This design comes from an exercise in tuning for small area, a short achievable clock period and few clock cycles on the open sky130 flow, not from production work.
At most, simulation tests tie the RTL to the original design; equivalence was not proved.

==> flow/design.v (excerpt) <==
module Riscv_core
    (
        input                   clk,
        input                   rst_n,
        output  [13:0]          rom_addr,    
        input   [31:0]          inst,
        output  [31:0]          dmem_addr,   
        input   [31:0]          dmem_rdata,  
        output  [31:0]          dmem_wdata,  
        output  [3:0]           dmem_wmask   
    );
Size: about 11000 cells after synthesis, roughly 150 I/O pins, ~0.093 mm^2 of cells after synthesis.
export LEC_CHECK = 0
export ABC_AREA = 1
export CAP_MARGIN = 30
export CORE_MARGIN = 2
export CORE_UTILIZATION = 42
export CTS_BUF_LIST = sky130_fd_sc_hd__clkbuf_8
export CTS_CLUSTER_SIZE = 24
export PLACE_DENSITY = 0.58
export SLEW_MARGIN = 20
export SETUP_SLACK_MARGIN = 17
export BUFFER_PORTS_ARGS = -buffer_cell sky130_fd_sc_hd__buf_4
create_clock -name core_clock -period 24.0 [get_ports {clk}]
standard.sh (not shown) runs the stock make flow with config.mk's settings and CLKGATE_MAP_FILE= SYNTH_SCRIPT=/design/flow/synth_recipe.tcl, a recipe that flattens the netlist after the stock synthesis.
==> flow/flow/run.sh <==
#!/bin/bash
# Standard layout, with the timing repair aiming for a setup margin and
# ordinary buffers (not delay cells) on the ports.
cp standard.sh standard_sh.txt
cp config.mk config_mk_my.txt
echo "export SETUP_SLACK_MARGIN = 17" >> config.mk
echo "export BUFFER_PORTS_ARGS = -buffer_cell sky130_fd_sc_hd__buf_4" >> config.mk
bash standard.sh > standard.log 2>&1
Testbench counts at the start, summed over its fixed seeds: cycles 33,706.
Edit:
- CORE_UTILIZATION: 42 -> 45
- PLACE_DENSITY: 0.58 -> 0.6
After rerunning: The changed run went through all stages and came out clean; clock-buffer cell count came out lower by 20; worst setup slack improved by 0.037 ns; final cell count came out lower by 2.2%.
Edit:
- CTS_BUF_LIST: sky130_fd_sc_hd__clkbuf_8 -> not set
- CTS_CLUSTER_SIZE: 24 -> not set
The new run finished clean.
Register-to-register slack stays flat.
Routed wire length drops by 0.77%.
Final cell count drops by 1.1%.
Flip-flop and latch count stays the same.
Worst hold slack gets worse by 0.0049 ns.
Fmax drops by 1.9%.
Via count drops by 0.99%.
Final area climbs by 0.73%.

== juniper ==
Riscv_core, a different RTL version from the one above (not shown whole).
Size: roughly 11000 cells after synthesis, roughly 1500 flip-flops, roughly 150 I/O pins, about 94000 µm² of cells after synthesis.
==> flow/design.v (excerpt) <==
module Riscv_core
    (
        input                   clk,
        input                   rst_n,
        output  [13:0]          rom_addr,    
        input   [31:0]          inst,
        output  [31:0]          dmem_addr,   
        input   [31:0]          dmem_rdata,  
        output  [31:0]          dmem_wdata,  
        output  [3:0]           dmem_wmask   
    );
    integer     k;
    reg  [31:2] pc_f;
    reg         d_valid;
    reg  [31:0] d_ir;
    reg  [31:2] d_pc;
    reg  [31:2] e_pc, e_tgt;
    reg         e_pred;      
    reg  [31:0] e_a, e_b, e_imm;
    reg  [4:0]  e_rd;
    reg  [2:0]  e_f3;
    reg         e_alt;       
    reg         e_use_b;     
    reg         e_wen, e_aluop, e_load, e_store, e_branch, e_jal, e_jalr;
    reg         e_lui, e_auipc, e_mul, e_div;
    reg  [31:0] m_val, m_wdata;
    reg  [4:0]  m_rd;
    reg  [2:0]  m_f3;
    reg         m_wen, m_load, m_store, m_neg;
    reg  [31:0] rf [1:31];
    wire [31:0] op2   = e_use_b ? e_b : e_imm;
    wire        sub   = e_branch | (e_aluop & ((e_use_b & e_alt & (e_f3 == 3'b000)) |
                                               (e_f3 == 3'b010) | (e_f3 == 3'b011)));
    wire [32:0] sum   = {1'b0, e_a} + {1'b0, op2 ^ {32{sub}}} + {32'd0, sub};
    wire        ltu   = ~sum[32];
    wire        lts   = (e_a[31] != op2[31]) ? e_a[31] : sum[31];
    wire        eq    = (e_a == e_b);
    wire        sh_left = ~e_f3[2];
    wire        sh_fill = e_alt & e_f3[2] & e_a[31];
    reg  [31:0] sh_v, sh_out;
    always @(*) begin
        for (k = 0; k < 32; k = k + 1) sh_v[k] = sh_left ? e_a[31-k] : e_a[k];
        if (op2[4]) sh_v = {{16{sh_fill}}, sh_v[31:16]};
        if (op2[3]) sh_v = {{8{sh_fill}},  sh_v[31:8]};
        if (op2[2]) sh_v = {{4{sh_fill}},  sh_v[31:4]};
        if (op2[1]) sh_v = {{2{sh_fill}},  sh_v[31:2]};
        if (op2[0]) sh_v = {sh_fill,       sh_v[31:1]};
        for (k = 0; k < 32; k = k + 1) sh_out[k] = sh_left ? sh_v[31-k] : sh_v[k];
    end
    reg  [31:0] alu_out;
    always @(*) begin
        case (e_f3)
            3'b000: alu_out = sum[31:0];
            3'b001: alu_out = sh_out;
  ...
export LEC_CHECK = 0
export ABC_AREA = 1
export CAP_MARGIN = 30
export CORE_MARGIN = 2
export CORE_UTILIZATION = 45
export PLACE_DENSITY = 0.6
export SLEW_MARGIN = 20
export SETUP_SLACK_MARGIN = 17
create_clock -name core_clock -period 24.0 [get_ports {clk}]
==> flow/flow/run.sh <==
#!/bin/bash
# Standard layout, with the timing repair aiming for a setup margin.
cp standard.sh standard_sh.txt
cp config.mk config_mk_my.txt
echo "export SETUP_SLACK_MARGIN = 17" >> config.mk
bash standard.sh > standard.log 2>&1
Both conditions hold for juniper: the flow ran to the end and the final layout passed the timing, DRC and antenna checks.
The inputs of quartz differ from those of juniper as listed below.
- swapping 17 for 15 in SETUP_SLACK_MARGIN
==> flow/flow/run.sh <==
#!/bin/bash
# Standard layout, with the timing repair aiming for a setup margin.
cp standard.sh standard_sh.txt
cp config.mk config_mk_my.txt
echo "export SETUP_SLACK_MARGIN = 15" >> config.mk
bash standard.sh > standard.log 2>&1
--- outcome ---
Compared with juniper, quartz supports a lower clock frequency.
juniper has a lower critical path arrival than quartz.
Against juniper, quartz reports a maximum fanout along the worst path that is higher.
[diff] cell area after layout, quartz relative to juniper: improvement
Critical path depth was lower in the run labelled juniper.
Of quartz and juniper, the higher wire length of the first global-routing pass belongs to juniper.
Summary of quartz over juniper: final cell count without fillers has decreased; worst setup slack has decreased; sequential share of cell area has increased.
Function was not checked in any run of this note: the RTL went through the layout flow alone.

-- port drivers added, routing unchanged --
In the flow no input, the clock included, has a driving cell. The finished layouts below were timed again as built, in two steps.
Step 1, drivers: a clkbuf_16 drives clk and a buf_2 each remaining input, both assumed.
Step 2 also shifts input and output timing later by t, the mid clock arrival at the registers, as if the neighbouring blocks saw the same clock.
a / b / c = ideal ports / drivers / drivers and shift; a / b = the first two.
run	shift t [ns]	slack for setup (ns)	worst hold slack (ns)
the first run of note 1	1.161	16.903 / 16.932 / 15.771	0.305 / 0.305 / 0.305
the second run of note 1	1.133	16.940 / 16.980 / 15.847	0.341 / 0.341 / 0.341
the third run of note 1	0.921	16.806 / 16.848 / 15.926	0.336 / 0.336 / 0.336
juniper	0.940	16.920 / 16.836 / 16.222	0.335 / 0.335 / 0.335
quartz	0.938	15.468 / 15.468 / 14.913	0.337 / 0.337 / 0.337
After both steps every run listed still meets setup and hold. The setup slack of the first run of note 1, which loses most, moves by +0.029 ns with the drivers and by -1.132 ns with both steps.
